Background: an optimization exercise with open tools, aiming at small area. Do not read the settings as production practice.
At most, simulation tests tie the RTL to the original design; equivalence was not proved.
The RTL of run 2 was laid out without a check of its function.
In runs 5 to 7 the design's own scripts or RTL, not TritonCTS, make the clock network.
The clock port is modelled as an ideal driver, which makes a skipped or thinned clock tree look cheaper than it is; a real chip needs a root buffer or a tree.
Power and IR drop assume default switching activity.

## flow/design.v

```verilog
module top_module (input clk, input rst, input tx_start, output tx_pin, input rx_pin, output w_led_ale);
    reg [7:0] rx_char;
    reg [7:0] mem [3:0];
    reg [7:0] tx_char;
    reg [32:0] counter;
    reg [1:0] i;
    reg [1:0] j;
    reg go;
    wire [7:0] w_rx_char;
    reg[22:0] r_cnt_led_ale;
    wire w_rx_done;
    wire w_start_tx;
    reg r_tx_start;
    wire w_tx_complete;
    uart_tx ut (.clk(clk),
                .rst(rst),
                .start_tx(w_start_tx),
                .out(tx_pin),
                .w_out_ff(tx_char),
                .w_tx_complete(w_tx_complete));
    uart_rx urx(.clk(clk),
                .rst(rst),
                .rx_char(w_rx_char),
                .rx_pin(rx_pin),
                .wo_rx_done(w_rx_done));
    always @(posedge clk)
    begin
     if (rst)
     begin
       rx_char <= 8'h00;
       mem[0] <= 8'h61;
       mem[1] <= 8'h62;
       mem[2] <= 8'h63;
       mem[3] <= 8'h64;
       i <= 0;
       r_cnt_led_ale <= 0;
     end
     else
     begin
       rx_char <= w_rx_char;
       if (w_rx_done)
       begin
         mem[i] <= w_rx_char;
         i <= i + 1;
         if (i == 3)
            i <= 0;
       end
       r_cnt_led_ale <= r_cnt_led_ale + 1;
     end
    end
    always @(posedge clk)
    begin
     if (rst)
     begin
        go <= 1'h1;
        j <= 2'd1;
        tx_char <= 8'h61;
     end
     else
     begin
        if (w_tx_complete)
        begin
          j <= j + 1;
          if (j == 3)
             j <= 0;
          go <= 1;
          tx_char <= mem[j];
        end
        else
        begin
          go <= 0;
        end
     end
    end
    assign w_led_ale = r_cnt_led_ale[21];
    assign w_start_tx = go;
endmodule
module uart_rx(input clk, input rst, output [7:0] rx_char, input rx_pin, output wo_rx_done);
    reg[31:0] t;
    reg[31:0] t_sampling;
    reg[7:0]  state_rx;
    reg[7:0]  r_rx_char;
    reg r_rx_done;
    always @(posedge clk)
    if (rst)
    begin
        t <= 0;
        t_sampling <= 0;
        state_rx <= 0;
        r_rx_char <= 8'h41;
        r_rx_done <= 0;
    end
    else
    begin
        t <= t + 1;
        case (state_rx)
        0:  begin
               r_rx_done <= 0;
               if (rx_pin == 0)
               begin
                 state_rx <= 1;
                 t_sampling <= t + (117*2 * 3) / 2;
              end
            end
        1,2,3,4,5,6,7,8:
              if (t == t_sampling)
              begin
                state_rx <= state_rx + 8'h01;
                t_sampling <= t_sampling + 117*2;
                r_rx_char <= (r_rx_char >> 1) | (rx_pin << 7);
              end
        9:
              if (t == t_sampling)
              begin
                r_rx_done <=  1;
                state_rx <= 0;
              end
        endcase
     end
     assign rx_char = r_rx_char;
     assign wo_rx_done = r_rx_done;
endmodule
module uart_tx(input clk, input rst, input start_tx, output out, input [7:0] w_out_ff, output w_tx_complete);
    reg[7:0] out_ff;
    reg[4:0] counter;
    reg tx;
    reg [31:0] t;
    reg [31:0] t_sampling;
    reg r_tx_complete;
    always @(posedge clk)
        if (rst)
        begin
            out_ff <= 0;
            counter <= 0;
            tx <= 1;
            t <= 0;
            t_sampling <= 0;
            r_tx_complete <= 0;
        end
        else
        begin
            t <= t + 1;
            case (counter)
            0: begin
               r_tx_complete <= 0;
               if (start_tx)
               begin
                  tx <= 0;
                  counter <= 1;
                  out_ff <= w_out_ff;  
                  t_sampling <= t + 117 * 2;
               end
               else
                  tx <= 1;   
               end
            1,2,3,4,5,6,7,8:
                  begin
                  r_tx_complete <= 0;
                  if (t == t_sampling)
                    begin
                      tx <= out_ff[0];
                      out_ff <= out_ff >> 1;
                      counter <= counter + 4'h01;
                      t_sampling <= t + 117 * 2;
                    end
                  end
            9:  begin
                r_tx_complete <= 0;
                if (t == t_sampling)
                begin
                     tx <= 1;  
                     counter <= 10;
                     t_sampling <= t + 117 * 2;
                end
                end
           10: if (t == t_sampling)
                begin
                     counter <= 0;
                     r_tx_complete <= 1;
                end
                else
                     r_tx_complete <= 0;
            endcase
        end
    assign out = tx;
    assign w_tx_complete = r_tx_complete;
endmodule
```

## flow/constraint.sdc

```tcl
create_clock -name core_clock -period 10.0 [get_ports {clk}]
set_input_delay 2.0000 -clock core_clock [delete_from_list [all_inputs] [get_ports {clk}]]
set_output_delay 2.0000 -clock core_clock [all_outputs]
set_load 0.01 [all_outputs]
```

## flow/config.mk

```make
export PLATFORM = sky130hd
export DESIGN_NAME = top_module
export DESIGN_NICKNAME = top_module
export VERILOG_FILES = /design/flow/design.v
export SDC_FILE = /design/flow/constraint.sdc
export NUM_CORES = 4
export LEC_CHECK = 0
export CAP_MARGIN = 20
export CORE_MARGIN = 2
export CORE_UTILIZATION = 40
export SLEW_MARGIN = 20
```

## flow/run.sh

```bash
#!/bin/bash
# synth_recipe.tcl (not shown) runs the flow's synth.tcl, then flattens the netlist and writes it again
# the make line also repeats each setting of config.mk as NAME=value (left out here)
make -C /OpenROAD-flow-scripts/flow DESIGN_CONFIG=/design/flow/config.mk WORK_HOME=/design/flow/orfs CLKGATE_MAP_FILE= SYNTH_SCRIPT=/design/flow/synth_recipe.tcl finish
```

==> results of run 1 <==
-- synthesized netlist by cell type (9+ instances only) --
cell | count | area share, %
nand2_1 | 99 | 3.0
a21oi_1 | 80 | 3.2
edfxtp_1 | 32 | 7.8
xor2_1 | 106 | 7.5
nand4_1 | 35 | 1.8
inv_1 | 20 | 0.61
nand3_1 | 63 | 2.6
nor2_1 | 135 | 4.1
a211oi_1 | 34 | 2.1
mux2i_1 | 21 | 1.7
clkbuf_1 | 55 | 1.7
and4_1 | 10 | 0.71
buf_6 | 9 | 0.82
buf_2 | 27 | 1.1
nor3_1 | 37 | 1.5
and3_1 | 20 | 1.0
and2_1 | 37 | 1.9
nor4_1 | 32 | 1.6
o31ai_1 | 10 | 0.61
xnor2_1 | 76 | 5.4
o21ai_0 | 56 | 2.3
nand2b_1 | 15 | 0.76
dfxtp_1 | 195 | 32
a311oi_1 | 10 | 0.71
ha_1 | 16 | 1.6
nor2b_1 | 14 | 0.71
a31oi_1 | 13 | 0.66
or3_1 | 18 | 0.91
-- cells in the final DEF, fill, tap and decap left out, types with 37 or more instances in the layout --
cell / synthesis / routed
o21ai_0: 56 / 56
dfxtp_1: 195 / 195
nand3_1: 63 / 63
xor2_1: 106 / 106
xnor2_1: 76 / 76
nand2_1: 99 / 99
a21oi_1: 80 / 80
and2_1: 37 / 37
nor2_1: 135 / 134
-- layer usage --
metal  global-route usage [%]  share of wire, %  up-vias
li1                         -                 -     4959
met1                     24.8                47     4671
met2                     28.8                45      228
met3                     2.51               4.4       60
met4                     6.76               3.2        0
met5                        0                 0        -
-- logic make-up (layout without fill, tap and decap cells) --
family | after synthesis | in the layout | synth area share, %
adders and majority gates | 16 | 16 | 1.62
AOI/OAI and AO/OA | 277 | 277 | 14.7
muxes | 30 | 30 | 3.26
and+or+nand+nor | 558 | 558 | 23.5
DFF | 227 | 227 | 39.4
buffers and inverters | 120 | 89 | 4.56
xor gates and xnor gates | 182 | 182 | 12.9
-- per-stage QoR --
stage	hold slack (ns)	setup WS (ns)	power (mW)
2_1_floorplan	0.413	6.54	1.71
3_3_place_gp	0.426	5.27	1.91
3_5_place_dp	0.432	5.18	1.92
4_1_cts	0.445	5.74	2.90
5_1_grt	0.460	5.52	3.04
6_report	0.442	5.64	2.88
-- state kept, by name (all words and copies together), names as in the netlist --
| name | cells |
|---|---|
| ut.t_sampling | 32 |
| urx.r_rx_done | 1 |
| urx.t_sampling | 32 |
| ut.r_tx_complete | 1 |
| urx.state_rx | 8 |
| ut.counter | 5 |
| go | 1 |
| mem | 32 |
| r_cnt_led_ale | 22 |
| urx.r_rx_char | 8 |
| tx_char | 8 |
| ut.t | 32 |
| j | 2 |
| i | 2 |
| urx.t | 32 |
| ut.out_ff | 8 |
| ut.tx | 1 |
-- report_power, final --
| part | switching (mW) | leakage [nW] | internal [mW] | total (mW) |
|---|---|---|---|---|
| sequential | 0.0952 | 1.87 | 1.02 | 1.12 |
| combinational | 0.520 | 2.34 | 0.280 | 0.800 |
| clock | 0.398 | 0.431 | 0.566 | 0.964 |
-- cell type report --
| class | count | area [µm²] |
|---|---|---|
| repair buffers | 17 | 139 |
| fillers | 2964 | 17100 |
| multi-input cells | 1063 | 6920 |
| flip-flops and latches | 227 | 4860 |
| inverters | 20 | 75.1 |
| well taps | 396 | 495 |
| clock inverters | 13 | 100 |
| clock buffers | 39 | 773 |
-- how the worst max path moves through the flow --
| stage | from | to | slack (ns) |
|---|---|---|---|
| floorplan | rx_pin | urx.t_sampling[29] | 6.54 |
| global placement | rx_pin | urx.t_sampling[19] | 5.27 |
| detailed placement | rx_pin | urx.t_sampling[29] | 5.18 |
| CTS | rx_pin | urx.t_sampling[29] | 5.74 |
| global route | rx_pin | urx.t_sampling[19] | 5.52 |
| finish | rx_pin | urx.t_sampling[4] | 5.64 |
==> run summary, run 1 <==
Placer Congestion=around 0.87; clock-pin slew on the worst setup and hold paths=0.06 ns; crit path buf inv count=1; max-cap check violation count=0; P&R area growth vs syn=8.37%; die area=0.0323 mm²; share of cells above drive strength 1=under 10%; EDFF count, synth=32; hold-fix buffers at CTS=0; # rows=64; Final Setup Violations=0; synthesized flop and latch total=about 230; GR Overflow Total=0; CTS resizes=0; Leakage=4.64 nW; Routed WL=29.5 mm; f_max=between 200 and 250 MHz; Final Hold Vio Count=0; cell area after placement=0.0125 mm²; Async SR Flop Fraction=0%; Chip Width=~180 µm; crit start category=input port; Routed Antenna Nets=0; WP depth=6; Port Buffers=4; unrepaired setup endpoints after global routing=no; Final Non-Filler Cells=1775; Post-Syn Area=~0.012 mm²; critical path fanouts, max=17; Synth Area per Inst=between 8 and 9 µm²; reg2reg end=urx.t_sampling[4]; post-DP HPWL=19.7 mm; WP data arrival=4.80 ns; # placed instances=between 1500 and 2000; number of global-route vias before repair=9482; maximum VDD drop=0.151 mV; CP endpoint kind=flip-flop; Worst-Skew Late Latency=0.55 ns; hold path cells=1; initial antenna violation count=0; Reg-to-Reg Start=urx.state_rx[0]; largest net degree at the start of global routing=113; DR WL/cell=16.6 µm; syn nets=1430; Yosys cell types=between 70 and 80; first-pass GRT wire length=49.1 mm; Tcrit/Tclk final=a little over two fifths; DRC=0; status=complete, no violations; CTS buffer count=28; H-tree Lvls=1; fin. max-slew vios=0; Cells after Synth=1410; hold crit path type=flip-flop to flip-flop; Std-Cell Core Area=0.0305 mm²; Slew HR=32.9%; flop2flop setup slack=6.69 ns; worst setup path class=input port to flip-flop; Required @ worst endpoint=10.44 ns; R2R depth=8; YS warnings=3; CTS tree=built; total number of vias=9918; slowest cell delay on critical path=about 0.89 ns; worst path cell trace=clkdlybuf4s50_1 > o2bb2ai_1 > or2_1 > nor3_2 > a211oi_1 > a311oi_1; Die Ht=180 µm; Nets=roughly 1400; # clock sinks=227; Antenna Cells=0; setup TNS=0 ns; utilization after layout=a little over two fifths; CTS root buf=clkbuf_16; CP top delay family=simple AND/OR/NAND/NOR gates; worst slew pin tran=1.00 ns; drt pass-1 iters=5; register area share after synthesis=39.4%; Clock Tree Buf Depth=3; pwr dens=215 mW/mm²; CP max stage cell=nor3_2; hold worst-path end=r_cnt_led_ale[0]; violation count after the first detailed-routing iteration=718; Main synth FF type=dfxtp_1; clk_skew=0.0116 ns; DR vias/cell=approximately 5.6; Ports=6; Tmin final=4.36 ns; final instance area=0.0134 mm²; min-delay src=r_cnt_led_ale[0]; GRT Total Usage=18.0%; postcts setup bufs=0; Initial Utilization=40.4%
==> run 2: changes to the inputs <==
==> flow/design.v (replaced) <==
module top_module (input clk, input rst, input tx_start, output tx_pin, input rx_pin, output w_led_ale);
    reg [20:0] ls;
    reg led;
    wire ls_z = (ls[19:0] == 20'd0);
    always @(posedge clk)
        if (rst) begin
            ls  <= 21'd1;
            led <= 1'b0;
        end else begin
            ls  <= {ls[19:0], ls[20] ^ ls[18] ^ ls_z};
            if (ls_z & ~ls[20]) led <= ~led;
        end
    assign w_led_ale = led;
    localparam [7:0] S_END = 8'd241, S_117 = 8'd139, S_232 = 8'd120;
    reg [3:0] h;
    reg [7:0] u;
    reg [7:0] rsh;
    wire r_idle = h[3] & h[1];
    wire u_end  = (u == S_END);
    always @(posedge clk)
        if (rst) h <= 4'd11;
        else if (r_idle) h <= rx_pin ? 4'd11 : 4'd0;
        else if (u_end)  h <= h + 1'b1;
    always @(posedge clk)
        if (r_idle) u <= S_117;
        else        u <= {u[6:0], u[7] ^ u[5] ^ u[4] ^ u[3] ^ u_end};
    always @(posedge clk)
        if (!r_idle && u_end && h != 0 && h != 9) rsh <= {rx_pin, rsh[7:1]};
    wire we = (h == 4'd10);
    reg [7:0] mem0, mem1, mem2, mem3;
    reg [1:0] i;
    reg wrapped;
    always @(posedge clk) begin
        if (we && i == 2'd0) mem0 <= rsh;
        if (we && i == 2'd1) mem1 <= rsh;
        if (we && i == 2'd2) mem2 <= rsh;
        if (we && i == 2'd3) mem3 <= rsh;
    end
    always @(posedge clk)
        if (rst) begin
            i <= 0;
            wrapped <= 0;
        end else if (we) begin
            i <= i + 1'b1;
            if (i == 2'd3) wrapped <= 1'b1;
        end
    reg [3:0] b;
    reg [7:0] r;
    reg [7:0] c;
    reg [1:0] j;
    wire r_end = (r == S_END);
    wire load  = (b == 4'd9);
    wire valid = wrapped | (i > j);
    reg [7:0] m;
    always @(*)
        case (j)
        2'd0: m = mem0;
        2'd1: m = mem1;
        2'd2: m = mem2;
        default: m = mem3;
        endcase
    wire [7:0] rd = valid ? m : {5'b01100, {1'b0, j} + 3'd1};
    always @(posedge clk)
        if (rst) begin
            b <= 4'd10;
            r <= S_END;
        end else begin
            if (r_end | load) b <= (b == 4'd11) ? 4'd0 : b + 1'b1;
            if (r_end && b == 4'd8) r <= S_232;
            else r <= {r[6:0], r[7] ^ r[5] ^ r[4] ^ r[3] ^ r_end};
        end
    always @(posedge clk)
        if (rst) begin
            c <= 8'h61;
            j <= 2'd1;
        end else if (load) begin
            c <= rd;
            j <= j + 1'b1;
        end
    assign tx_pin = b[3] ? ~(b[1] & b[0]) : c[b[2:0]];
endmodule
--- a/flow/config.mk
+++ b/flow/config.mk
@@ -9,3 +9,5 @@
 export CORE_MARGIN = 2
 export CORE_UTILIZATION = 40
+export CTS_CLUSTER_DIAMETER = 300
+export CTS_CLUSTER_SIZE = 100
 export SLEW_MARGIN = 20
==> run 2 against run 1 <==
Combinational power down 93%. Worst hold slack better by 0.0079 ns. Global-route usage is 5.3 points lower. Highest routed layer unchanged. Clock-buffer cell count shrank 30.
==> run summary, run 2 <==
status=complete, no violations; Final Hold Vio Count=0 (unchanged); register area share after synthesis=62.7% (+23 points); Std-Cell Core Area=0.00924 mm² (-70%); Tmin final=4.29 ns (-0.0721 ns); Area contributors post-synth=edfxtp_1 (32%), dfxtp_1 (31%), ha_1 (5.6%); Antenna Cells=0 (unchanged); CP max stage cell=mux4_2; DR WL/cell=13.6 µm (-18%); Clock Tree Buf Depth=2 (-1); Compound-Gate Fraction of Synth Area=9.38% (-5.3 points); largest family of logic cells by synthesized area=simple AND/OR/NAND/NOR gates; hold crit path type=flip-flop to flip-flop; count leader, synth=dfxtp_1; DRC=0 (unchanged); Setup WS post-layout=5.71 ns (+0.0721 ns); fin. max-slew vios=0 (unchanged); Placer Congestion=0.733 (-16%); crit start category=flip-flop; post-DP HPWL=3.98 mm (-80%); clock-pin slew on the worst setup and hold paths=0.10 ns (+0.04 ns); simple-gate share of the synthesized area=15.2% (-8.3 points); Nets=330 (-76%); met1 wire length=3.01 mm (-78%); GR Overflow Total=0 (unchanged); min-delay src=u[6]; CP endpoint kind=output pin; initial antenna violation count=0 (unchanged); hold path cells=1 (unchanged); reg2reg end=mem0[6]; slowest cell delay on critical path=0.53 ns (-0.36 ns); postcts setup bufs=0 (unchanged); pwr dens=179 mW/mm² (-17%); synth cell count leaders=dfxtp_1 (59), edfxtp_1 (40), nor2b_1 (23); Post-Syn Area=0.00380 mm² (-69%); worst setup path class=flip-flop to output pin; Ports=6 (unchanged); setup TNS=0 ns (unchanged); R2R depth=5 (-3); WP data arrival=2.29 ns (-2.51 ns); Top Metal Used=met4; CTS tree=built; Cells after Synth=304 (-78%); synthesized flop and latch total=99 (-56%); pre-CTS setup slack=6.08 ns (+0.900 ns); utilization after layout=44.8% (+1.0 points); # placed instances=427 (-75%); Reg-to-Reg Start=h[0]; drt pass-1 iters=4 (-1); Required @ worst endpoint=8.00 ns (-2.44 ns); syn nets=325 (-77%); Worst-Skew Late Latency=0.36 ns (-0.19 ns); max-cap check violation count=0 (unchanged); violation count after the first detailed-routing iteration=118 (-84%); Async SR Flop Fraction=0% (unchanged); H-tree Lvls=3 (+2); maximum VDD drop=0.113 mV (-25%); Yosys cell types=48 (-38%); largest net degree at the start of global routing=41 (-64%); CTS resizes=0 (unchanged); Main synth FF type=dfxtp_1; Post-Synth Adder-Cell Area=5.60% (+4.0 points); filler instances=845 (-71%); worst path cell trace=mux4_2 > nor2b_1 > a211oi_1 > a21oi_1 > clkdlybuf4s50_1; Synth Area per Inst=12.5 µm² (+43%); WL met3=180 µm (-86%); CTS buffer count=9 (-68%); EDFF count, synth=40 (+25%); die area=0.0103 mm² (-68%); top cell type by total area after synthesis=edfxtp_1; metal2 WL=2.74 mm (-79%); Port Buffers=4 (unchanged); area share of the largest cell type after synthesis=31.6% (about the same); Tcrit/Tclk final=42.9% (-0.72 points); most common cell after layout, fill and taps aside=dfxtp_1; DR vias/cell=4.87 (-13%); clk_skew=0.00930 ns (-0.00228 ns); # clock sinks=99 (-56%); number of global-route vias before repair=2024 (-79%); total number of vias=2158 (-78%); Leakage=1.49 nW (-68%); unrepaired setup endpoints after global routing=no; Initial Utilization=41.1% (+0.68 points); Slew HR=59.9% (+27 points); Routed Antenna Nets=0 (unchanged); worst slew pin tran=0.599 ns (-0.404 ns); Die Ht=101 µm (-44%); Final Setup Violations=0 (unchanged); crit path buf inv count=1 (unchanged); Chip Width=101 µm (-44%); Final Non-Filler Cells=443 (-75%); CTS root buf=clkbuf_8; mux cell area share after synthesis=2.24% (-1.0 points); XOR/XNOR Fraction of Synth Area=2.30% (-11 points); most frequent cells in the layout=dfxtp_1 (59), edfxtp_1 (40), nor2b_1 (23); P&R area growth vs syn=8.99%; flop2flop setup slack=8.16 ns (+1.47 ns); max reg flops=21; hold worst-path end=u[7]; share of cells above drive strength 1=8.60% (+1.4 points); f_max=233 MHz (+1.7%); YS warnings=1 (-2); first-pass GRT wire length=9.93 mm (-80%); CP top delay family=multiplexers; GRT Total Usage=12.7% (-5.3 points); critical path fanouts, max=8 (-9); Routed WL=6.02 mm (-80%); Largest Register=ls; hold-fix buffers at CTS=0 (unchanged); # rows=35 (-45%)
## run 2: changes by cell type after synthesis, sizes merged, moves of 33 or more
cell,change
clkbuf,-47
xnor2,-67
nand3,-58
a21oi,-68
xor2,-105
a211oi,-33
buf,-42
nand4,-37
dfxtp,-136
nor2,-126
nand2,-82
o21ai,-46
## run 2: layout make-up
type	instances	area, µm²	share of cell area (%)
timing repair buffer	5	47.5	1.15
clock inverter	7	61.3	1.48
inverter	12	45.0	1.09
multi-input combinational	182	1320	31.9
sequential	99	2380	57.5
tap	129	161	3.90
clock buffer	9	124	2.99
## run 2: how the worst max path moves through the flow
stage | start | to | slack, ns | cells past startpoint
floorplan | b[0] | tx_pin | 6.61 | 4
global placement | b[0] | tx_pin | 6.07 | 5
detailed placement | b[0] | tx_pin | 6.08 | 5
CTS | b[0] | tx_pin | 5.67 | 5
global route | b[0] | tx_pin | 5.52 | 5
finish | b[0] | tx_pin | 5.71 | 5
## run 2: kinds of logic (layout without fill, tap and decap cells)
family	after synthesis	in the layout
compound gates	51	51
xor+xnor	10	10
fa+ha+maj	17	17
buf+inv	23	33
flops	99	99
mux	6	6
simple gates	98	98
## run 2: metal layers
metal	track usage [%]	up-vias
met4	5.93	0
met2	19.1	23
met1	16.8	1027
met5	0	-
li1	-	1101
met3	3.93	7
## run 2: power by group
group	internal (mW)	switching, mW
sequential	0.433	0.0121
combinational	0.0283	0.0305
clock	0.0947	0.142
total	0.556	0.185
## run 2: through the flow
stage                     hold WS (ns)  cell area [µm²]  power [mW]
after detailed placement         0.429             3960       0.513
after floorplan                  0.402             3800       0.499
after global placement           0.417             3960       0.512
after global routing             0.452             4140       0.775
after CTS                        0.453             4140       0.751
final                            0.450             4140       0.741
==> run 3: changes to the inputs <==
==> flow/design.v (replaced) <==
module top_module (input clk, input rst, input tx_start, output tx_pin, input rx_pin, output w_led_ale);
    reg [21:0] led;
    always @(posedge clk)
        if (rst) led <= 0;
        else     led <= led + 1'b1;
    assign w_led_ale = led[21];
    reg [3:0] h;
    reg [7:0] u;
    reg [7:0] rsh;
    wire r_idle = h[3] & h[1];
    wire u_end  = (u == 8'd233);
    always @(posedge clk)
        if (rst) h <= 4'd11;
        else if (r_idle) h <= rx_pin ? 4'd11 : 4'd0;
        else if (u_end)  h <= h + 1'b1;
    always @(posedge clk)
        if (r_idle)     u <= 8'd117;
        else if (u_end) u <= 8'd0;
        else            u <= u + 1'b1;
    always @(posedge clk)
        if (!r_idle && u_end && h != 0 && h != 9) rsh <= {rx_pin, rsh[7:1]};
    wire we = (h == 4'd10);
    reg [7:0] mem0, mem1, mem2, mem3;
    reg [1:0] i;
    reg wrapped;
    always @(posedge clk) begin
        if (we && i == 2'd0) mem0 <= rsh;
        if (we && i == 2'd1) mem1 <= rsh;
        if (we && i == 2'd2) mem2 <= rsh;
        if (we && i == 2'd3) mem3 <= rsh;
    end
    always @(posedge clk)
        if (rst) begin
            i <= 0;
            wrapped <= 0;
        end else if (we) begin
            i <= i + 1'b1;
            if (i == 2'd3) wrapped <= 1'b1;
        end
    reg [3:0] b;
    reg [7:0] r;
    reg [7:0] c;
    reg [1:0] j;
    wire r_end = (r == 8'd233);
    wire load  = (b == 4'd10) && (r == 8'd232);
    wire valid = wrapped | (i > j);
    reg [7:0] m;
    always @(*)
        case (j)
        2'd0: m = mem0;
        2'd1: m = mem1;
        2'd2: m = mem2;
        default: m = mem3;
        endcase
    wire [7:0] rd = valid ? m : {5'b01100, {1'b0, j} + 3'd1};
    always @(posedge clk)
        if (rst) begin
            b <= 4'd10;
            r <= 8'd233;
        end else if (r_end) begin
            r <= 8'd0;
            b <= (b == 4'd10) ? 4'd0 : b + 1'b1;
            if (b == 4'd9) r <= 8'd232;
        end else
            r <= r + 1'b1;
    always @(posedge clk)
        if (rst) begin
            c <= 8'h61;
            j <= 2'd1;
        end else if (load) begin
            c <= rd;
            j <= j + 1'b1;
        end
    wire [3:0] bm = b - 1'b1;
    assign tx_pin = (b == 4'd0) ? 1'b0 : (b <= 4'd8) ? c[bm[2:0]] : 1'b1;
endmodule
--- a/flow/config.mk
+++ b/flow/config.mk
@@ -9,5 +9,3 @@
 export CORE_MARGIN = 2
 export CORE_UTILIZATION = 40
-export CTS_CLUSTER_DIAMETER = 300
-export CTS_CLUSTER_SIZE = 100
 export SLEW_MARGIN = 20
==> run 3 against run 2 <==
Cell count grew 25%. Final area up 17%. Highest routed layer unchanged. Power is 39% higher. Worst hold slack improved by 0.0046 ns. Clock-buffer cell count up 1. Clock power grew 23%. Largest cell class unchanged. Register-to-register slack worse by 0.21 ns. Critical path depth is 2 higher. Flip-flop and latch count did not move. Combinational power rose to 4.3 times the previous value. Area after synthesis increased by 17%.
==> run summary, run 3 <==
status=complete, no violations; most common cell after layout, fill and taps aside=dfxtp_1; post-DP HPWL=5.09 mm (+28%); DRC=0 (unchanged); worst slew pin tran=0.960 ns (+0.361 ns); synth cell count leaders=dfxtp_1 (59), edfxtp_1 (40), nor2_1 (34); Placer Congestion=0.745 (+1.7%); # rows=38 (+8.6%); Area contributors post-synth=edfxtp_1 (27%), dfxtp_1 (27%), ha_1 (7.0%); area share of the largest cell type after synthesis=27.0% (-4.6 points); CTS root buf=clkbuf_8; YS warnings=1 (unchanged); Multi-input gate area=0.00195 mm² (+47%); Die Ht=109 µm (+7.9%); P&R area growth vs syn=8.83%; fin. max-slew vios=0 (unchanged); top cell type by total area after synthesis=edfxtp_1; hold worst-path end=c[4]; register area share after synthesis=53.5% (-9.2 points); Antenna Cells=0 (unchanged); Cells after Synth=407 (+34%); Largest Register=led; Clock Tree Buf Depth=2 (unchanged); # clock sinks=99 (unchanged); die area=0.0120 mm² (+16%); Tcrit/Tclk final=46.2% (+3.4 points); CP max stage cell=dfxtp_1; DR WL/cell=13.9 µm (+2.1%); max reg flops=22 (+4.8%); Nets=438 (+33%); Post-Syn Area=0.00445 mm² (+17%); Port Buffers=4 (unchanged); flop2flop setup slack=7.95 ns (-0.21 ns); first-pass GRT wire length=13.0 mm (+31%); EDFF count, synth=40 (unchanged); crit start category=flip-flop; Main synth FF type=dfxtp_1; max-cap check violation count=0 (unchanged); Reg area=0.00238 mm² (unchanged); Chip Width=109 µm (+7.9%); H-tree Lvls=3 (unchanged); Synth Area per Inst=10.9 µm² (-13%); Tmin final=4.62 ns (+0.335 ns); clock-pin slew on the worst setup and hold paths=0.09 ns (about the same); worst path cell trace=inv_1 > ha_1 > mux4_2 > mux2i_1 > nor3_1 > o31a_1 > clkdlybuf4s50_1; slowest cell delay on critical path=0.52 ns (about the same); maximum VDD drop=0.0991 mV (-12%); synthesized flop and latch total=99 (unchanged); CP endpoint kind=output pin; Yosys cell types=60 (+25%); Leakage=1.74 nW (+17%); unrepaired setup endpoints after global routing=no; Ports=6 (unchanged); violation count after the first detailed-routing iteration=199 (+69%); number of global-route vias before repair=2760 (+36%); Std-Cell Core Area=0.0108 mm² (+17%); hold crit path type=flip-flop to flip-flop; critical path fanouts, max=8 (unchanged); setup TNS=0 ns (unchanged); Required @ worst endpoint=8.00 ns (about the same); drt pass-1 iters=4 (unchanged); Routed Antenna Nets=0 (unchanged); R2R depth=6 (+1); WP data arrival=2.62 ns (+0.33 ns); CTS buffer count=9 (unchanged); Slew HR=36.0% (-24 points); min-delay src=c[4]; Async SR Flop Fraction=0% (unchanged); f_max=216 MHz (-7.2%); share of cells above drive strength 1=8.70% (+0.097 points); GR Overflow Total=0 (unchanged); final instance area=0.00484 mm² (+17%); count leader, synth=dfxtp_1; CTS tree=built; filler instances=1026 (+21%); Final Hold Vio Count=0 (unchanged); clk_skew=0.00552 ns (-0.00378 ns); cell area after placement=0.00461 mm² (+17%); Routed WL=7.69 mm (+28%); Initial Utilization=41.1% (-0.069 points); largest net degree at the start of global routing=54 (+32%); Final Setup Violations=0 (unchanged); DR vias/cell=5.20 (+6.8%); postcts setup bufs=0 (unchanged); initial antenna violation count=0 (unchanged); hold-fix buffers at CTS=0 (unchanged); reg2reg end=c[0]; GRT Total Usage=14.1% (+1.4 points); syn nets=436 (+34%); hold path cells=2 (+1); worst setup path class=flip-flop to output pin; CTS resizes=0 (unchanged); most frequent cells in the layout=dfxtp_1 (59), edfxtp_1 (40), nor2_1 (34); Reg-to-Reg Start=b[0]; Worst-Skew Late Latency=0.36 ns (about the same); pwr dens=212 mW/mm² (+19%); total number of vias=2882 (+34%)
## run 3: changes by cell type after synthesis, sizes merged, moves of 5 or more
cell   change
nand2     +13
ha         +8
nor2      +24
or3        +6
a21oi      +9
nor2b     -18
xnor2      +5
nand4      +9
inv        +7
xor2       +9
o21ai      +5
nand3     +12
## run 3: worst max-delay path: cells and delay by family, from the launching register on
kind	cells	cell delay, ns
simple gates	1	0.06
compound gates	1	0.23
mux	2	0.50
fa+ha+maj	1	0.34
buf+inv	2	0.62
flops	1	0.52
## run 3: metal layers
layer / track usage (%) / part of all wire (%)
met1: 17.5 / 48
met2: 23.5 / 48
met3: 4.45 / 3.3
met4: 4.07 / 1.2
met5: 0 / 0
## run 3: cell families (layout without fill, tap and decap cells)
logic type / Yosys count / in the layout / share of synthesized area (%)
AND/OR/NAND/NOR: 145 / 145 / 18.1
flip-flops: 99 / 99 / 53.5
AO/OA/AOI/OAI: 73 / 73 / 11.2
buffers and inverters: 32 / 39 / 2.76
adder cells (fa/ha/maj): 25 / 25 / 7.03
XOR/XNOR: 24 / 24 / 4.72
multiplexers: 9 / 9 / 2.70
## run 3: area by class of cell
class / instances / share of cell area, %
multi-input cells: 276 / 40.2
clock buffers: 10 / 2.84
well taps: 140 / 3.62
inverters: 19 / 1.47
clock inverters: 6 / 1.99
repair buffers: 4 / 0.723
flip-flops and latches: 99 / 49.2
## run 3: how the worst max path moves through the flow
stage               start     end  slack (ns)
global route         b[0]  tx_pin        5.16
global placement     b[0]  tx_pin        5.76
detailed placement   b[0]  tx_pin        5.74
floorplan            b[0]  tx_pin        6.33
finish               b[0]  tx_pin        5.38
CTS                  b[0]  tx_pin        5.32
## run 3: report_power, final
part	internal (mW)	switching, mW
clock network	0.151	0.140
logic	0.111	0.142
registers	0.451	0.0331
## run 3: through the flow
stage | instances | setup slack (ns) | total power, mW | util (%) | hold WS (ns)
2_1_floorplan | 407 | 6.33 | 0.689 | - | 0.425
3_3_place_gp | 538 | 5.76 | 0.741 | 42.5 | 0.436
3_5_place_dp | 538 | 5.74 | 0.749 | 42.5 | 0.446
4_1_cts | 554 | 5.32 | 1.04 | 44.7 | 0.457
5_1_grt | 554 | 5.16 | 1.10 | 44.7 | 0.478
6_report | 554 | 5.38 | 1.03 | 44.7 | 0.455
==> run 4: changes to the inputs <==
==> flow/design.v (replaced) <==
module top_module (input clk, input rst, input tx_start, output tx_pin, input rx_pin, output w_led_ale);
    reg [20:0] ls;
    reg led;
    wire ls_z = (ls[19:0] == 20'd0);
    always @(posedge clk)
        if (rst) begin
            ls  <= 21'd1;
            led <= 1'b0;
        end else begin
            ls  <= {ls[19:0], ls[20] ^ ls[18] ^ ls_z};
            if (ls_z & ~ls[20]) led <= ~led;
        end
    assign w_led_ale = led;
    localparam [7:0] S_END = 8'd241, S_117 = 8'd139, S_232 = 8'd120;
    reg [3:0] h;
    reg [7:0] u;
    reg [7:0] rsh;
    wire r_idle = h[3] & h[1];
    wire u_end  = (u == S_END);
    always @(posedge clk)
        if (rst) h <= 4'd11;
        else if (r_idle) h <= rx_pin ? 4'd11 : 4'd0;
        else if (u_end)  h <= {h[3] | (h[2] & h[1] & h[0]), h[2] ^ (h[1] & h[0]), h[1] ^ h[0], ~h[0]};
    always @(posedge clk)
        if (r_idle) u <= S_117;
        else        u <= {u[6:0], u[7] ^ u[5] ^ u[4] ^ u[3] ^ u_end};
    always @(posedge clk)
        if (!r_idle && u_end && h != 0 && h != 9) rsh <= {rx_pin, rsh[7:1]};
    wire we = (h == 4'd10);
    reg [7:0] mem0, mem1, mem2, mem3;
    reg [1:0] i;
    always @(posedge clk) begin
        if (rst | (we && i == 2'b00)) mem0 <= rst ? 8'h61 : rsh;
        if (rst | (we && i == 2'b01)) mem1 <= rst ? 8'h62 : rsh;
        if (rst | (we && i == 2'b11)) mem2 <= rst ? 8'h63 : rsh;
        if (rst | (we && i == 2'b10)) mem3 <= rst ? 8'h64 : rsh;
    end
    always @(posedge clk)
        if (rst) i <= 0;
        else if (we) i <= {i[0], ~i[1]};
    reg [3:0] b;
    reg [7:0] r;
    reg [7:0] c;
    reg [1:0] j;
    wire r_end = (r == S_END);
    wire load  = (b == 4'd9);
    reg [7:0] rd;
    always @(*)
        case (j)
        2'b00: rd = mem0;
        2'b01: rd = mem1;
        2'b11: rd = mem2;
        default: rd = mem3;
        endcase
    always @(posedge clk)
        if (rst) begin
            b <= 4'd10;
            r <= S_END;
        end else begin
            if (r_end | load) b <= {(b[3] & ~(b[1] & b[0])) | (b[2] & b[1] & b[0]), ~b[3] & (b[2] ^ (b[1] & b[0])), ~(b[3] & b[1] & b[0]) & (b[1] ^ b[0]), ~b[0]};
            if (r_end && b == 4'd8) r <= S_232;
            else r <= {r[6:0], r[7] ^ r[5] ^ r[4] ^ r[3] ^ r_end};
        end
    always @(posedge clk)
        if (rst) j <= 2'd1;
        else if (load) j <= {j[0], ~j[1]};
    always @(posedge clk)
        if (rst | load) c <= rst ? 8'h61 : rd;
    assign tx_pin = b[3] ? ~(b[1] & b[0]) : c[b[2:0]];
endmodule
==> run 4 against run 3 <==
Register-to-register slack barely moved. Routed wire length shrank 30%. Via count shrank 32%. Area after synthesis decreased by 18%. Critical path type unchanged. Still clean on timing, DRC and antenna. Worst hold slack got worse by 0.0050 ns. First-iteration DRC count fell by 69%. Clock power is 9.3% lower. Clock skew up 0.0057 ns.
==> run summary, run 4 <==
status=complete, no violations; max reg flops=21 (-4.5%); Die Ht=99.6 µm (-9.0%); Sw Ratio=22.1% (-8.6 points); Chip Width=99.6 µm (-9.0%); violation count after the first detailed-routing iteration=62 (-69%); GRT Total Usage=12.5% (-1.6 points); metal2 WL=2.66 mm (-28%); GR Overflow Total=0 (unchanged); critical path fanouts, max=5 (-3); hold crit path type=flip-flop to flip-flop; Main synth FF type=dfxtp_1; utilization after layout=46.1% (+1.4 points); largest net degree at the start of global routing=49 (-9.3%); P&R area growth vs syn=11.1%; CP endpoint kind=output pin; CTS resizes=0 (unchanged); Multi-input gate area=0.00115 mm² (-41%); Tmin final=4.20 ns (-0.423 ns); Port Buffers=4 (unchanged); Comb power frac=7.6% (-17 points); Placer Congestion=0.703 (-5.7%); Largest Register=ls; area share of the largest cell type after synthesis=39.4% (+12 points); most frequent cells in the layout=dfxtp_1 (50), edfxtp_1 (48), nor2b_1 (27); Routed Antenna Nets=0 (unchanged); count leader, synth=dfxtp_1; Required @ worst endpoint=8.00 ns (about the same); Leakage=1.48 nW (-15%); Clock Tree Buf Depth=2 (unchanged); Std-Cell Core Area=0.00881 mm² (-19%); hold-fix buffers at CTS=0 (unchanged); first-pass GRT wire length=9.64 mm (-26%); register area share after synthesis=66.8% (+13 points); Reg power frac=58.5% (+11 points); maximum VDD drop=0.0985 mV (-0.58%); max-cap check violation count=0 (unchanged); met1 wire length=2.48 mm (-32%); pwr dens=192 mW/mm² (-9.6%); WP data arrival=2.20 ns (-0.42 ns); synthesized flop and latch total=98 (-1.0%); Synth Area per Inst=13.7 µm² (+25%); CTS root buf=clkbuf_8; worst setup path class=flip-flop to output pin; Final Setup Violations=0 (unchanged); syn nets=278 (-36%); Final Hold Vio Count=0 (unchanged); crit start category=flip-flop; Routed WL=5.38 mm (-30%); DRC=0 (unchanged); Post-Syn Area=0.00366 mm² (-18%); Slew HR=53.1% (+17 points); Yosys cell types=40 (-33%); Top Metal Used=met4; Initial Utilization=41.5% (+0.46 points); H-tree Lvls=3 (unchanged); Async SR Flop Fraction=0% (unchanged); YS warnings=1 (unchanged); Nets=289 (-34%); post-DP HPWL=3.57 mm (-30%); internal power=0.607 mW (-15%); EDFF count, synth=48 (+20%); initial antenna violation count=0 (unchanged); clk_skew=0.0112 ns (+0.00571 ns); unrepaired setup endpoints after global routing=no; total number of vias=1947 (-32%); Reg area=0.00244 mm² (+2.5%); most common cell after layout, fill and taps aside=dfxtp_1; drt pass-1 iters=4 (unchanged); Sw Pwr=0.173 mW (-45%); Clk network pwr share=33.9% (+5.6 points); Worst-Skew Late Latency=0.35 ns (about the same); filler instances=776 (-24%); die area=0.00992 mm² (-17%); Tcrit/Tclk final=42.0% (-4.2 points); DR vias/cell=4.98 (-4.3%); number of global-route vias before repair=2027 (-27%); fin. max-slew vios=0 (unchanged); worst slew pin tran=0.701 ns (-0.259 ns); # rows=34 (-11%); WL met3=184 µm (-26%); clock-pin slew on the worst setup and hold paths=0.09 ns (about the same); Cells after Synth=267 (-34%); top cell type by total area after synthesis=edfxtp_1; Area contributors post-synth=edfxtp_1 (39%), dfxtp_1 (27%), mux4_2 (6.2%); Antenna Cells=0 (unchanged); setup TNS=0 ns (unchanged); CTS tree=built; Ports=6 (unchanged); synth cell count leaders=dfxtp_1 (50), edfxtp_1 (48), nor2b_1 (27); # clock sinks=98 (-1.0%); DR WL/cell=13.8 µm (-0.90%); share of cells above drive strength 1=15.2% (+6.5 points); CTS buffer count=9 (unchanged); postcts setup bufs=0 (unchanged); f_max=238 MHz (+10%)
run 4: cell count changes after synthesis, moves of 9 or more:
cell / before / now
nand2_1: 30 / 13
or2_2: 1 / 10
nand3_1: 14 / 2
dfxtp_1: 59 / 50
a21oi_1: 21 / 6
ha_1: 25 / 7
nor2_1: 34 / 7
nor2b_1: 7 / 27
inv_1: 19 / 7
run 4: path summary, 6_finish.rpt:
check                           start       to  slack, ns  cells past startpoint
worst min register to register   u[0]     u[1]       0.45                      1
worst max-delay path             b[1]   tx_pin       5.80                      5
worst max register to register   h[0]  mem1[4]       7.94                      7
worst min-delay path             u[0]     u[1]       0.45                      1
run 4: layout make-up:
class / count / area share, %
multi-input cells: 152 / 28.3
clock buffers: 11 / 4.28
inverters: 7 / 0.647
repair buffers: 10 / 2.10
well taps: 108 / 3.33
clock inverters: 5 / 1.20
flip-flops and latches: 98 / 60.2
run 4: kinds of logic (layout without fill, tap and decap cells):
logic type / after synthesis / count (layout) / share of synthesized area [%]
flops: 98 / 98 / 66.8
buf+inv: 17 / 33 / 1.78
simple gates: 95 / 95 / 15.2
fa+ha+maj: 7 / 7 / 2.40
xor+xnor: 10 / 10 / 2.40
compound gates: 28 / 28 / 4.76
mux: 12 / 12 / 6.71
run 4: worst max-delay path, cell delays in order (launching register included):
cell	delay (ns)
dfxtp_1	0.44
mux4_2	0.51
and2_1	0.16
a211oi_1	0.20
a21oi_1	0.06
clkdlybuf4s50_1	0.48
run 4: per-layer routing:
metal | vias to the layer above | track usage, %
met1 | 938 | 15.0
met2 | 26 | 20.9
met5 | - | 0
met4 | 0 | 3.90
met3 | 6 | 4.92
li1 | 977 | -
run 4: power by group through the flow:
stage	combinational [mW]	sequential, mW	clock, mW
5_1_grt	0.0672	0.459	0.290
3_3_place_gp	0.0585	0.465	0
2_1_floorplan	0.0465	0.461	0
6_report	0.0589	0.456	0.264
3_5_place_dp	0.0597	0.465	0
4_1_cts	0.0601	0.456	0.275
run 4: per-stage QoR:
stage / instance area, µm² / setup slack [ns] / power (mW) / hold WS (ns) / cells
4_1_cts: 4060 / 5.75 / 0.791 / 0.449 / 391
3_3_place_gp: 3840 / 5.74 / 0.523 / 0.419 / 375
2_1_floorplan: 3660 / 6.66 / 0.507 / 0.402 / 267
6_report: 4060 / 5.80 / 0.779 / 0.450 / 391
5_1_grt: 4060 / 5.68 / 0.817 / 0.466 / 391
3_5_place_dp: 3840 / 5.72 / 0.525 / 0.419 / 375
==> run 5: changes to the inputs <==
==> flow/flow/run.sh (new file) <==
#!/bin/bash
# The standard ORFS layout (the standard.sh: standard synthesis, floorplan, placement,
# routing), except that clock tree synthesis is replaced by flow/manual_cts.tcl: the clock
# port drives MCTS_NBUF clock buffers, each driving one cluster of nearby flip-flops.
set -euo pipefail
export MCTS_NBUF=4
export MCTS_BUF=sky130_fd_sc_hd__clkbuf_16
bash standard.sh "PRE_CTS_TCL=$PWD/flow/manual_cts.tcl" finish > standard_flow.log 2>&1
==> flow/flow/manual_cts.tcl (new file) <==
# Sourced by ORFS cts.tcl as PRE_CTS_TCL. Replaces TritonCTS with a one-level clock tree:
# the clock port drives a few clock buffers, each driving one cluster of nearby flip-flops.
proc manual_clock_tree {args} {
  set nbuf $::env(MCTS_NBUF)
  set bufm $::env(MCTS_BUF)
  set db [ord::get_db]
  set block [ord::get_db_block]
  set master [$db findMaster $bufm]
  set clknet [$block findNet clk]
  set sinks {}
  foreach it [$clknet getITerms] {
    if {[$it isInputSignal] || [[$it getMTerm] getSigType] == "CLOCK" || [[$it getMTerm] getName] == "CLK"} {
      set inst [$it getInst]
      set bb [$inst getBBox]
      lappend sinks [list $it [expr {([$bb xMin] + [$bb xMax]) / 2.0}] [expr {([$bb yMin] + [$bb yMax]) / 2.0}]]
    }
  }
  set n [llength $sinks]
  puts "manual_clock_tree: $n sinks, $nbuf x $bufm"
  # k-means on sink locations, seeded by sorting along x then y
  set sorted [lsort -real -index 1 $sinks]
  set cx {}; set cy {}
  for {set k 0} {$k < $nbuf} {incr k} {
    set s [lindex $sorted [expr {int(($k + 0.5) * $n / $nbuf)}]]
    lappend cx [lindex $s 1]; lappend cy [lindex $s 2]
  }
  for {set iter 0} {$iter < 50} {incr iter} {
    set assign {}
    set sx [lrepeat $nbuf 0.0]; set sy [lrepeat $nbuf 0.0]; set sc [lrepeat $nbuf 0]
    foreach s $sinks {
      set best 0; set bd 1e30
      for {set k 0} {$k < $nbuf} {incr k} {
        set d [expr {abs([lindex $s 1] - [lindex $cx $k]) + abs([lindex $s 2] - [lindex $cy $k])}]
        if {$d < $bd} {set bd $d; set best $k}
      }
      lappend assign $best
      lset sx $best [expr {[lindex $sx $best] + [lindex $s 1]}]
      lset sy $best [expr {[lindex $sy $best] + [lindex $s 2]}]
      lset sc $best [expr {[lindex $sc $best] + 1}]
    }
    for {set k 0} {$k < $nbuf} {incr k} {
      if {[lindex $sc $k] > 0} {
        lset cx $k [expr {[lindex $sx $k] / [lindex $sc $k]}]
        lset cy $k [expr {[lindex $sy $k] / [lindex $sc $k]}]
      }
    }
  }
  for {set k 0} {$k < $nbuf} {incr k} {
    set inst [odb::dbInst_create $block $master "mcts_buf_$k"]
    set net [odb::dbNet_create $block "mcts_net_$k"]
    $net setSigType CLOCK
    $inst setLocation [expr {int([lindex $cx $k])}] [expr {int([lindex $cy $k])}]
    $inst setPlacementStatus PLACED
    foreach mt [[$inst getMaster] getMTerms] {
      set it [$inst findITerm [$mt getName]]
      if {[$mt getSigType] == "POWER"} { $it connect [$block findNet VDD] } 
      if {[$mt getSigType] == "GROUND"} { $it connect [$block findNet VSS] }
    }
    [$inst findITerm A] connect $clknet
    [$inst findITerm X] connect $net
    puts "  cluster $k: [lindex $sc $k] sinks at [lindex $cx $k] [lindex $cy $k]"
  }
  set i 0
  foreach s $sinks {
    set it [lindex $s 0]
    set k [lindex $assign $i]
    $it disconnect
    $it connect [$block findNet "mcts_net_$k"]
    incr i
  }
  set_propagated_clock [all_clocks]
}
rename clock_tree_synthesis orig_clock_tree_synthesis
proc clock_tree_synthesis {args} { manual_clock_tree }
==> flow/standard.sh (new file) <==
#!/bin/bash
# synth_recipe.tcl (not shown) runs the flow's synth.tcl, then flattens the netlist and writes it again
# the make line also repeats each setting of config.mk as NAME=value (left out here)
make -C /OpenROAD-flow-scripts/flow DESIGN_CONFIG=/design/flow/config.mk WORK_HOME=/design/flow/orfs CLKGATE_MAP_FILE= SYNTH_SCRIPT=/design/flow/synth_recipe.tcl "${@:-finish}"
--- a/flow/config.mk
+++ b/flow/config.mk
@@ -8,4 +8,5 @@
 export CAP_MARGIN = 20
 export CORE_MARGIN = 2
-export CORE_UTILIZATION = 40
+export CORE_UTILIZATION = 75
+export PLACE_DENSITY = 0.85
 export SLEW_MARGIN = 20
removed: flow/run.sh
==> run 5 against run 4 <==
First-iteration DRC count is 71% higher. Register-to-register slack gained 0.02 ns. Area after synthesis unchanged. Critical path depth stayed put. Largest power group unchanged. Global-route usage up 7.8 points. Critical path type unchanged. Via count is 0.77% lower. Synthesized cell count did not move. Utilization grew 36 points.
==> run summary, run 5 <==
YS warnings=1 (unchanged); # rows=25 (-26%); CP top delay family=multiplexers; Yosys cell types=40 (unchanged); number of global-route vias before repair=1890 (-6.8%); Chip Width=73.8 µm (-26%); WP data arrival=2.01 ns (-0.19 ns); Ports=6 (unchanged); Cells after Synth=267 (unchanged); reg2reg end=mem0[1]; DRC=0 (unchanged); Routed Antenna Nets=0 (unchanged); max-cap check violation count=0 (unchanged); P&R area growth vs syn=6.09%; Largest Register=ls; Antenna Cells=0 (unchanged); CTS resizes=0 (unchanged); slowest cell delay on critical path=0.52 ns (about the same); Placer Congestion=0.742 (+5.6%); area share of the largest cell type after synthesis=39.4% (unchanged); Routed WL=5.28 mm (-2.0%); crit path buf inv count=1 (unchanged); most common cell after layout, fill and taps aside=dfxtp_1; DR vias/cell=5.73 (+15%); pwr dens=174 mW/mm² (-9.1%); Tcrit/Tclk final=40.1% (-1.8 points); violation count after the first detailed-routing iteration=106 (+71%); Final Hold Vio Count=0 (unchanged); synth cell count leaders=dfxtp_1 (50), edfxtp_1 (48), nor2b_1 (27); count leader, synth=dfxtp_1; drt pass-1 iters=4 (unchanged); worst hold margin=0.445 ns (-0.00524 ns); f_max=249 MHz (+4.6%); setup TNS=0 ns (unchanged); Initial Utilization=77.4% (+36 points); post-DP HPWL=3.69 mm (+3.4%); maximum VDD drop=0.140 mV (+42%); initial antenna violation count=0 (unchanged); CP max stage cell=mux4_2; Reg-to-Reg Start=h[0]; die area=0.00545 mm² (-45%); fin. max-slew vios=0 (unchanged); top cell type by total area after synthesis=edfxtp_1; DR WL/cell=15.7 µm (+14%); crit start category=flip-flop; critical path fanouts, max=5 (unchanged); Slew HR=33.3% (-20 points); syn nets=278 (unchanged); Post-Syn Area=0.00366 mm² (unchanged); Main synth FF type=dfxtp_1; postcts setup bufs=0 (unchanged); unrepaired setup endpoints after global routing=no; clk_skew=0.0259 ns (+0.0147 ns); EDFF count, synth=48 (unchanged); synthesized flop and latch total=98 (unchanged); Std-Cell Core Area=0.00472 mm² (-46%); worst setup path class=flip-flop to output pin; filler instances=261 (-66%); Nets=283 (-2.1%); Area contributors post-synth=edfxtp_1 (39%), dfxtp_1 (27%), mux4_2 (6.2%); worst path cell trace=mux4_2 > and2_1 > a211oi_1 > a21oi_1 > clkdlybuf4s50_1; worst slew pin tran=0.987 ns (+0.286 ns); min-delay src=u[2]; GRT Total Usage=20.3% (+7.8 points); Worst-Skew Late Latency=0.16 ns (-0.19 ns); GR Overflow Total=0 (unchanged); register area share after synthesis=66.8% (unchanged); R2R depth=6 (-1); hold-fix buffers at CTS=0 (unchanged); Die Ht=73.8 µm (-26%); Synth Area per Inst=13.7 µm² (unchanged); Tmin final=4.01 ns (-0.185 ns); Final Setup Violations=0 (unchanged); Reg area=0.00244 mm² (unchanged); CP endpoint kind=output pin; Required @ worst endpoint=8.00 ns (about the same); hold worst-path end=u[3]; total number of vias=1932 (-0.77%); Async SR Flop Fraction=0% (unchanged); largest net degree at the start of global routing=49 (unchanged); Port Buffers=4 (unchanged); Leakage=1.41 nW (-5.0%); max reg flops=21 (unchanged); hold crit path type=flip-flop to flip-flop; hold path cells=1 (unchanged); share of cells above drive strength 1=11.1% (-4.1 points); first-pass GRT wire length=8.65 mm (-10%); Multi-input gate area=0.00115 mm² (unchanged); most frequent cells in the layout=dfxtp_1 (50), edfxtp_1 (48), nor2b_1 (27); clock-pin slew on the worst setup and hold paths=0.09 ns (about the same); flop2flop setup slack=7.96 ns (+0.02 ns); status=complete, no violations
[run 5: cell count changes in the layout (fill, tap and decap cells not counted)]
cell,delta
bufinv_8,-1
clkinv_4,-3
clkbuf_16,+2
clkbuf_8,-9
buf_4,-1
clkinv_2,-1
[run 5: worst reg2reg max path, stage by stage (launching register included)]
cell     delay, ns
dfxtp_1       0.37
inv_1         0.11
ha_1          0.16
nand2_1       0.07
or3_1         0.33
o21ai_0       0.47
buf_4         0.25
[run 5: final cells by class]
| class | count | share of cell area [%] |
|---|---|---|
| buffer | 4 | 2.58 |
| inverter | 7 | 0.677 |
| multi-input combinational | 152 | 29.6 |
| sequential | 98 | 63.0 |
| tap | 67 | 2.16 |
| timing repair buffer | 9 | 2.00 |
[run 5: power by group]
group	switching, mW	internal (mW)	total, mW
logic	0.0288	0.0296	0.0584
registers	0.0137	0.443	0.457
clock network	0.0886	0.0731	0.162
[run 5: cell families after synthesis]
family	count (synthesis)	synth area share, %
compound gates	28	4.76
xor+xnor	10	2.40
fa+ha+maj	7	2.40
buf+inv	17	1.78
flops	98	66.8
mux	12	6.71
simple gates	95	15.2
[run 5: layer usage]
layer	track usage, %	up-vias	wire length, µm
li1	-	957	-
met4	2.83	0	108
met1	27.2	946	2310
met2	37.6	19	2760
met3	1.23	10	103
met5	0	-	0
[run 5: per-stage QoR]
step / cell area, µm² / worst slack (ns) / cells / power (mW) / utilization (%)
finish: 3880 / 5.99 / 337 / 0.677 / 82.1
global route: 3880 / 5.81 / 337 / 0.702 / 82.1
CTS: 3880 / 5.96 / 337 / 0.680 / 82.1
detailed placement: 3780 / 5.80 / 333 / 0.525 / 80.0
global placement: 3780 / 5.81 / 333 / 0.521 / 80.0
floorplan: 3660 / 6.66 / 267 / 0.507 / -
[run 5: worst max path at each step]
stage / start / end / slack, ns / cells past startpoint
2_1_floorplan: b[1] / tx_pin / 6.66 / 4
3_3_place_gp: rst / mem3[5] / 5.81 / 5
3_5_place_dp: rst / mem0[1] / 5.80 / 5
4_1_cts: rst / mem0[1] / 5.96 / 5
5_1_grt: rst / mem3[0] / 5.81 / 5
6_report: b[1] / tx_pin / 5.99 / 5
==> run 6: changes to the inputs <==
--- a/flow/flow/run.sh
+++ b/flow/flow/run.sh
@@ -4,5 +4,5 @@
 # port drives MCTS_NBUF clock buffers, each driving one cluster of nearby flip-flops.
 set -euo pipefail
-export MCTS_NBUF=4
+export MCTS_NBUF=3
 export MCTS_BUF=sky130_fd_sc_hd__clkbuf_16
 bash standard.sh "PRE_CTS_TCL=$PWD/flow/manual_cts.tcl" finish > standard_flow.log 2>&1
==> run 6 against run 5 <==
Global-route usage is 0.28 points higher. Critical path depth did not move. Worst setup slack got worse by 0.042 ns. Cell count is 0.30% lower. Flip-flop and latch count stayed put. Final area down 0.65%. Clock skew is 0.0016 ns higher. Synthesized cell count unchanged. Sequential power hardly changed. Highest routed layer unchanged. Clock power decreased by 9%.
==> run summary, run 6 <==
status=complete, no violations; post-DP HPWL=3.69 mm (unchanged); Initial Utilization=77.4% (unchanged); largest net degree at the start of global routing=49 (unchanged); Final Setup Violations=0 (unchanged); Final Non-Filler Cells=336 (-0.30%); max-cap check violation count=0 (unchanged); crit start category=flip-flop; pwr dens=172 mW/mm² (-1.5%); Yosys cell types=40 (unchanged); Synth Area per Inst=13.7 µm² (unchanged); GRT Total Usage=20.6% (+0.28 points); share of cells above drive strength 1=10.8% (-0.33 points); final instance area=0.00385 mm² (-0.65%); Routed WL=5.37 mm (+1.8%); Post-Syn Area=0.00366 mm² (unchanged); Required @ worst endpoint=8.00 ns (about the same); worst setup path class=flip-flop to output pin; max reg flops=21 (unchanged); first-pass GRT wire length=8.73 mm (+0.88%); die area=0.00545 mm² (unchanged); Tmin final=4.06 ns (+0.0422 ns); Std-Cell Core Area=0.00472 mm² (unchanged); Die Ht=73.8 µm (unchanged); violation count after the first detailed-routing iteration=145 (+37%); initial antenna violation count=0 (unchanged); synthesized flop and latch total=98 (unchanged); P&R area growth vs syn=5.41%; slowest cell delay on critical path=0.52 ns (about the same); reg2reg end=mem3[0]; DR vias/cell=5.76 (+0.51%); Nets=282 (-0.35%); YS warnings=1 (unchanged); worst setup path startpoint=b[1]; drt pass-1 iters=4 (unchanged); Antenna Cells=0 (unchanged); unrepaired setup endpoints after global routing=no; count leader, synth=dfxtp_1; Cells after Synth=267 (unchanged); EDFF count, synth=48 (unchanged); DRC=0 (unchanged); CP max stage cell=mux4_2; utilization after layout=81.6% (-0.53 points); Main synth FF type=dfxtp_1; total number of vias=1936 (+0.21%); Tcrit/Tclk final=40.6% (+0.42 points); min-delay src=u[2]; most frequent cells in the layout=dfxtp_1 (50), edfxtp_1 (48), nor2b_1 (27); flop2flop setup slack=7.95 ns (about the same); hold worst-path end=u[3]; Area contributors post-synth=edfxtp_1 (39%), dfxtp_1 (27%), mux4_2 (6.2%); # rows=25 (unchanged); R2R depth=6 (unchanged); cell area after placement=0.00378 mm² (unchanged); CTS resizes=0 (unchanged); Routed Antenna Nets=0 (unchanged); CP endpoint kind=output pin; worst slew pin tran=0.983 ns (-0.00459 ns); most common cell after layout, fill and taps aside=dfxtp_1; Setup WS post-layout=5.94 ns (-0.0422 ns); clock-pin slew on the worst setup and hold paths=0.12 ns (+0.03 ns); setup TNS=0 ns (unchanged); critical path fanouts, max=5 (unchanged); GR Overflow Total=0 (unchanged); Final Hold Vio Count=0 (unchanged); Largest Register=ls; register area share after synthesis=66.8% (unchanged); Reg-to-Reg Start=h[0]; worst hold margin=0.449 ns (+0.00482 ns); hold path cells=1 (unchanged); fin. max-slew vios=0 (unchanged); f_max=247 MHz (-1.0%); maximum VDD drop=0.151 mV (+7.8%); WP data arrival=2.06 ns (+0.05 ns); Overall Power=0.662 mW (-2.2%); clk_skew=0.0275 ns (+0.00159 ns); Port Buffers=4 (unchanged); Ports=6 (unchanged); number of global-route vias before repair=1860 (-1.6%); syn nets=278 (unchanged); worst path cell trace=mux4_2 > and2_1 > a211oi_1 > a21oi_1 > clkdlybuf4s50_1; hold crit path type=flip-flop to flip-flop; pre-CTS setup slack=5.80 ns (unchanged); synth cell count leaders=dfxtp_1 (50), edfxtp_1 (48), nor2b_1 (27); area share of the largest cell type after synthesis=39.4% (unchanged); Leakage=1.40 nW (-0.87%); DR WL/cell=16.0 µm (+2.1%); # placed instances=333 (unchanged); Slew HR=33.6% (+0.31 points); hold-fix buffers at CTS=0 (unchanged); postcts setup bufs=0 (unchanged); Async SR Flop Fraction=0% (unchanged); Placer Congestion=0.742 (unchanged); Chip Width=73.8 µm (unchanged); Worst-Skew Late Latency=0.18 ns (+0.02 ns); top cell type by total area after synthesis=edfxtp_1
[run 6: cell count changes in the layout (fill, tap and decap cells not counted)]
| cell | previous run | this run |
|---|---|---|
| clkbuf_16 | 4 | 3 |
[run 6: kinds of logic (layout without fill, tap and decap cells)]
| logic type | Yosys count | in the layout | synth area share [%] |
|---|---|---|---|
| AOI/OAI and AO/OA | 28 | 28 | 4.76 |
| xor gates and xnor gates | 10 | 10 | 2.40 |
| adders and majority gates | 7 | 7 | 2.40 |
| buffers and inverters | 17 | 19 | 1.78 |
| DFF | 98 | 98 | 66.8 |
| muxes | 12 | 12 | 6.71 |
| and+or+nand+nor | 95 | 95 | 15.2 |
[run 6: how the worst max path moves through the flow]
stage | depth (start not counted) | slack (ns) | endpoint
finish | 5 | 5.94 | tx_pin
global route | 5 | 5.83 | mem3[0]
CTS | 5 | 5.93 | tx_pin
detailed placement | 5 | 5.80 | mem0[1]
global placement | 5 | 5.81 | mem3[5]
floorplan | 4 | 6.66 | tx_pin
[run 6: area by class of cell]
| class | instances | area (µm²) |
|---|---|---|
| Buffer | 3 | 75.1 |
| Multi-Input combinational cell | 152 | 1150 |
| Sequential cell | 98 | 2440 |
| Inverter | 7 | 26.3 |
| Timing Repair Buffer | 9 | 77.6 |
| Fill cell | 264 | 870 |
| Tap cell | 67 | 83.8 |
[run 6: where the power goes]
| part | internal, mW | leakage (nW) | switching [mW] |
|---|---|---|---|
| Combinational | 0.0296 | 0.493 | 0.0288 |
| Clock | 0.0559 | 0.0370 | 0.0911 |
| Sequential | 0.443 | 0.868 | 0.0137 |
| Total | 0.528 | 1.40 | 0.134 |
[run 6: critical path, delay by kind of cell (launching register included)]
family | cells | cell delay (ns)
AOI/OAI and AO/OA | 2 | 0.26
buffers and inverters | 1 | 0.48
DFF | 1 | 0.46
muxes | 1 | 0.52
and+or+nand+nor | 1 | 0.17
[run 6: metal layers]
metal / vias to the layer above / share of wire, % / GRT usage (%) / wire length, µm
met4: 0 / 1.4 / 3.03 / 74
met3: 5 / 1.5 / 1.23 / 82
li1: 958 / - / - / -
met1: 958 / 45 / 28.2 / 2400
met5: - / 0 / 0 / 0
met2: 15 / 52 / 37.4 / 2810
==> run 7: changes to the inputs <==
--- a/flow/design.v
+++ b/flow/design.v
@@ -1,12 +1,14 @@
 module top_module (input clk, input rst, input tx_start, output tx_pin, input rx_pin, output w_led_ale);
-    reg [20:0] ls;
+    localparam [20:0] LS_INV = 21'h0aaaaa;
+    reg [20:0] lsq;
     reg led;
+    wire [20:0] ls = lsq ^ LS_INV;
     wire ls_z = (ls[19:0] == 20'd0);
     always @(posedge clk)
         if (rst) begin
-            ls  <= 21'd1;
+            lsq <= 21'd1 ^ LS_INV;
             led <= 1'b0;
         end else begin
-            ls  <= {ls[19:0], ls[20] ^ ls[18] ^ ls_z};
+            lsq <= {ls[19:0], ls[20] ^ ls[18] ^ ls_z} ^ LS_INV;
             if (ls_z & ~ls[20]) led <= ~led;
         end
@@ -19,12 +21,12 @@
     wire u_end  = (u == S_END);
     always @(posedge clk)
-        if (rst) h <= 4'd11;
-        else if (r_idle) h <= rx_pin ? 4'd11 : 4'd0;
-        else if (u_end)  h <= {h[3] | (h[2] & h[1] & h[0]), h[2] ^ (h[1] & h[0]), h[1] ^ h[0], ~h[0]};
+        if (rst | r_idle | u_end)
+            h <= (rst | (r_idle & rx_pin)) ? 4'd11 : r_idle ? 4'd0 :
+                 {h[3] | (h[2] & h[1] & h[0]), h[2] ^ (h[1] & h[0]), h[1] ^ h[0], ~h[0]};
     always @(posedge clk)
         if (r_idle) u <= S_117;
         else        u <= {u[6:0], u[7] ^ u[5] ^ u[4] ^ u[3] ^ u_end};
     always @(posedge clk)
-        if (!r_idle && u_end && h != 0 && h != 9) rsh <= {rx_pin, rsh[7:1]};
+        if (u_end && h != 9) rsh <= {rx_pin, rsh[7:1]};
     wire we = (h == 4'd10);
     reg [7:0] mem0, mem1, mem2, mem3;
--- a/flow/flow/run.sh
+++ b/flow/flow/run.sh
@@ -4,5 +4,5 @@
 # port drives MCTS_NBUF clock buffers, each driving one cluster of nearby flip-flops.
 set -euo pipefail
-export MCTS_NBUF=3
+export MCTS_NBUF=4
 export MCTS_BUF=sky130_fd_sc_hd__clkbuf_16
 bash standard.sh "PRE_CTS_TCL=$PWD/flow/manual_cts.tcl" finish > standard_flow.log 2>&1
--- a/flow/config.mk
+++ b/flow/config.mk
@@ -9,4 +9,5 @@
 export CORE_MARGIN = 2
 export CORE_UTILIZATION = 75
+export GPL_TIMING_DRIVEN = 0
 export PLACE_DENSITY = 0.85
 export SLEW_MARGIN = 20
==> run 7 against run 6 <==
Area after synthesis down 1.1%. Still clean on timing, DRC and antenna. Critical path depth stayed put. Final area shrank 0.52%. Maximum frequency rose by 0.41%.
==> run summary, run 7 <==
Slew HR=40.9% (+7.2 points); CP endpoint kind=output pin; drt pass-1 iters=4 (unchanged); most frequent cells in the layout=edfxtp_1 (52), dfxtp_1 (46), nand2_1 (21); pwr dens=186 mW/mm² (+8.0%); fin. max-slew vios=0 (unchanged); Tcrit/Tclk final=40.4% (-0.17 points); worst path cell trace=mux4_2 > and2_1 > a211oi_1 > a21oi_1 > clkdlybuf4s50_1; Final Setup Violations=0 (unchanged); internal power=0.562 mW (+6.3%); Initial Utilization=77.1% (-0.34 points); Antenna Cells=0 (unchanged); top cell type by total area after synthesis=edfxtp_1; setup TNS=0 ns (unchanged); GR Overflow Total=0 (unchanged); Yosys cell types=42 (+5.0%); Post-Syn Area=0.00362 mm² (-1.1%); worst setup path class=flip-flop to output pin; most common cell after layout, fill and taps aside=edfxtp_1; worst slew pin tran=0.882 ns (-0.101 ns); initial antenna violation count=0 (unchanged); total number of vias=1985 (+2.5%); Chip Width=73.4 µm (-0.52%); Largest Register=lsq; critical path fanouts, max=5 (unchanged); Placer Congestion=0.753 (+1.4%); EDFF count, synth=52 (+8.3%); clk_skew=0.0200 ns (-0.00757 ns); CTS resizes=0 (unchanged); die area=0.00539 mm² (-1.0%); share of cells above drive strength 1=11.9% (+1.1 points); DR vias/cell=6.13 (+6.3%); violation count after the first detailed-routing iteration=58 (-60%); Port Buffers=4 (unchanged); min-delay src=lsq[16]; post-DP HPWL=4.01 mm (+8.6%); first-pass GRT wire length=9.29 mm (+6.4%); synthesized flop and latch total=98 (unchanged); slowest cell delay on critical path=0.53 ns (about the same); Sw Ratio=21.0% (+0.83 points); filler instances=256 (-3.0%); Area contributors post-synth=edfxtp_1 (43%), dfxtp_1 (25%), mux4_2 (6.2%); Main synth FF type=edfxtp_1; register area share after synthesis=68.7% (+1.8 points); max-cap check violation count=0 (unchanged); Multi-input gate area=0.00108 mm² (-5.8%); maximum VDD drop=0.178 mV (+18%); P&R area growth vs syn=6.02%; area share of the largest cell type after synthesis=43.2% (+3.8 points); YS warnings=1 (unchanged); hold crit path type=flip-flop to flip-flop; worst setup path startpoint=b[1]; Nets=282 (unchanged); Clk network pwr share=22.9% (+0.7 points); Routed WL=5.71 mm (+6.4%); Sw Pwr=0.149 mW (+12%); Die Ht=73.4 µm (-0.52%); status=complete, no violations; largest net degree at the start of global routing=31 (-37%); postcts setup bufs=0 (unchanged); DR WL/cell=17.6 µm (+10%); Cells after Synth=262 (-1.9%); Final Hold Vio Count=0 (unchanged); f_max=248 MHz (+0.41%); unrepaired setup endpoints after global routing=no; Leakage=1.39 nW (-0.43%); Worst-Skew Late Latency=0.16 ns (-0.02 ns); clock-pin slew on the worst setup and hold paths=0.09 ns (-0.03 ns); Routed Antenna Nets=0 (unchanged); Reg-to-Reg Start=u[5]; DRC=0 (unchanged)
-- run 7: changes by cell type in the layout (fill, tap and decap cells not counted), moves of 4 or more --
cell,previous run,this run
edfxtp_1,48,52
clkbuf_1,0,6
nor2b_1,27,8
dfxtp_1,50,46
buf_4,5,0
nor2_1,7,19
nand2_1,13,21
-- run 7: area by class of cell --
cell class / instances / area share, %
well taps: 54 / 1.76
repair buffers: 4 / 1.04
flip-flops and latches: 98 / 64.8
multi-input cells: 148 / 28.2
inverters: 8 / 0.783
plain buffers: 12 / 3.43
-- run 7: logic make-up after synthesis --
logic type | Yosys count | synth area share, %
AO/OA/AOI/OAI | 28 | 4.67
adder cells (fa/ha/maj) | 6 | 2.08
buffers and inverters | 16 | 1.70
flip-flops | 98 | 68.7
AND/OR/NAND/NOR | 95 | 14.5
multiplexers | 11 | 6.51
XOR/XNOR | 8 | 1.94
-- run 7: per-stage QoR --
| step | setup slack [ns] | total power [mW] | hold WS, ns | std cells | area, µm² |
|---|---|---|---|---|---|
| 4_1_cts | 5.96 | 0.712 | 0.384 | 324 | 3830 |
| 3_3_place_gp | 5.91 | 0.550 | 0.366 | 320 | 3720 |
| 6_report | 5.96 | 0.711 | 0.381 | 324 | 3830 |
| 3_5_place_dp | 6.04 | 0.556 | 0.372 | 320 | 3730 |
| 2_1_floorplan | 6.66 | 0.533 | 0.358 | 262 | 3620 |
| 5_1_grt | 5.84 | 0.737 | 0.405 | 324 | 3830 |
-- run 7: critical path: cells and delay by family, from the launching register on --
kind            cells  cell delay [ns]
flops               1             0.46
simple gates        1             0.17
buf+inv             1             0.48
compound gates      2             0.26
mux                 1             0.53
-- run 7: path summary, 6_finish.rpt --
kind	depth (start not counted)	slack, ns	to
worst max-delay path	5	5.96	tx_pin
worst min-delay path	1	0.38	lsq[17]
worst max register to register	3	7.92	rsh[7]
worst min register to register	1	0.38	lsq[17]
-- run 7: power groups by stage --
stage / clock network (mW) / registers (mW) / logic [mW]
4_1_cts: 0.163 / 0.472 / 0.0774
6_report: 0.163 / 0.472 / 0.0768
3_5_place_dp: 0 / 0.480 / 0.0755
3_3_place_gp: 0 / 0.478 / 0.0717
5_1_grt: 0.175 / 0.475 / 0.0862
2_1_floorplan: 0 / 0.474 / 0.0585
-- run 7: layer usage --
layer / global-route usage (%) / share of wire [%]
met2: 41.8 / 52
met3: 1.92 / 3.5
met1: 28.6 / 41
met4: 6.46 / 2.7
met5: 0 / 0
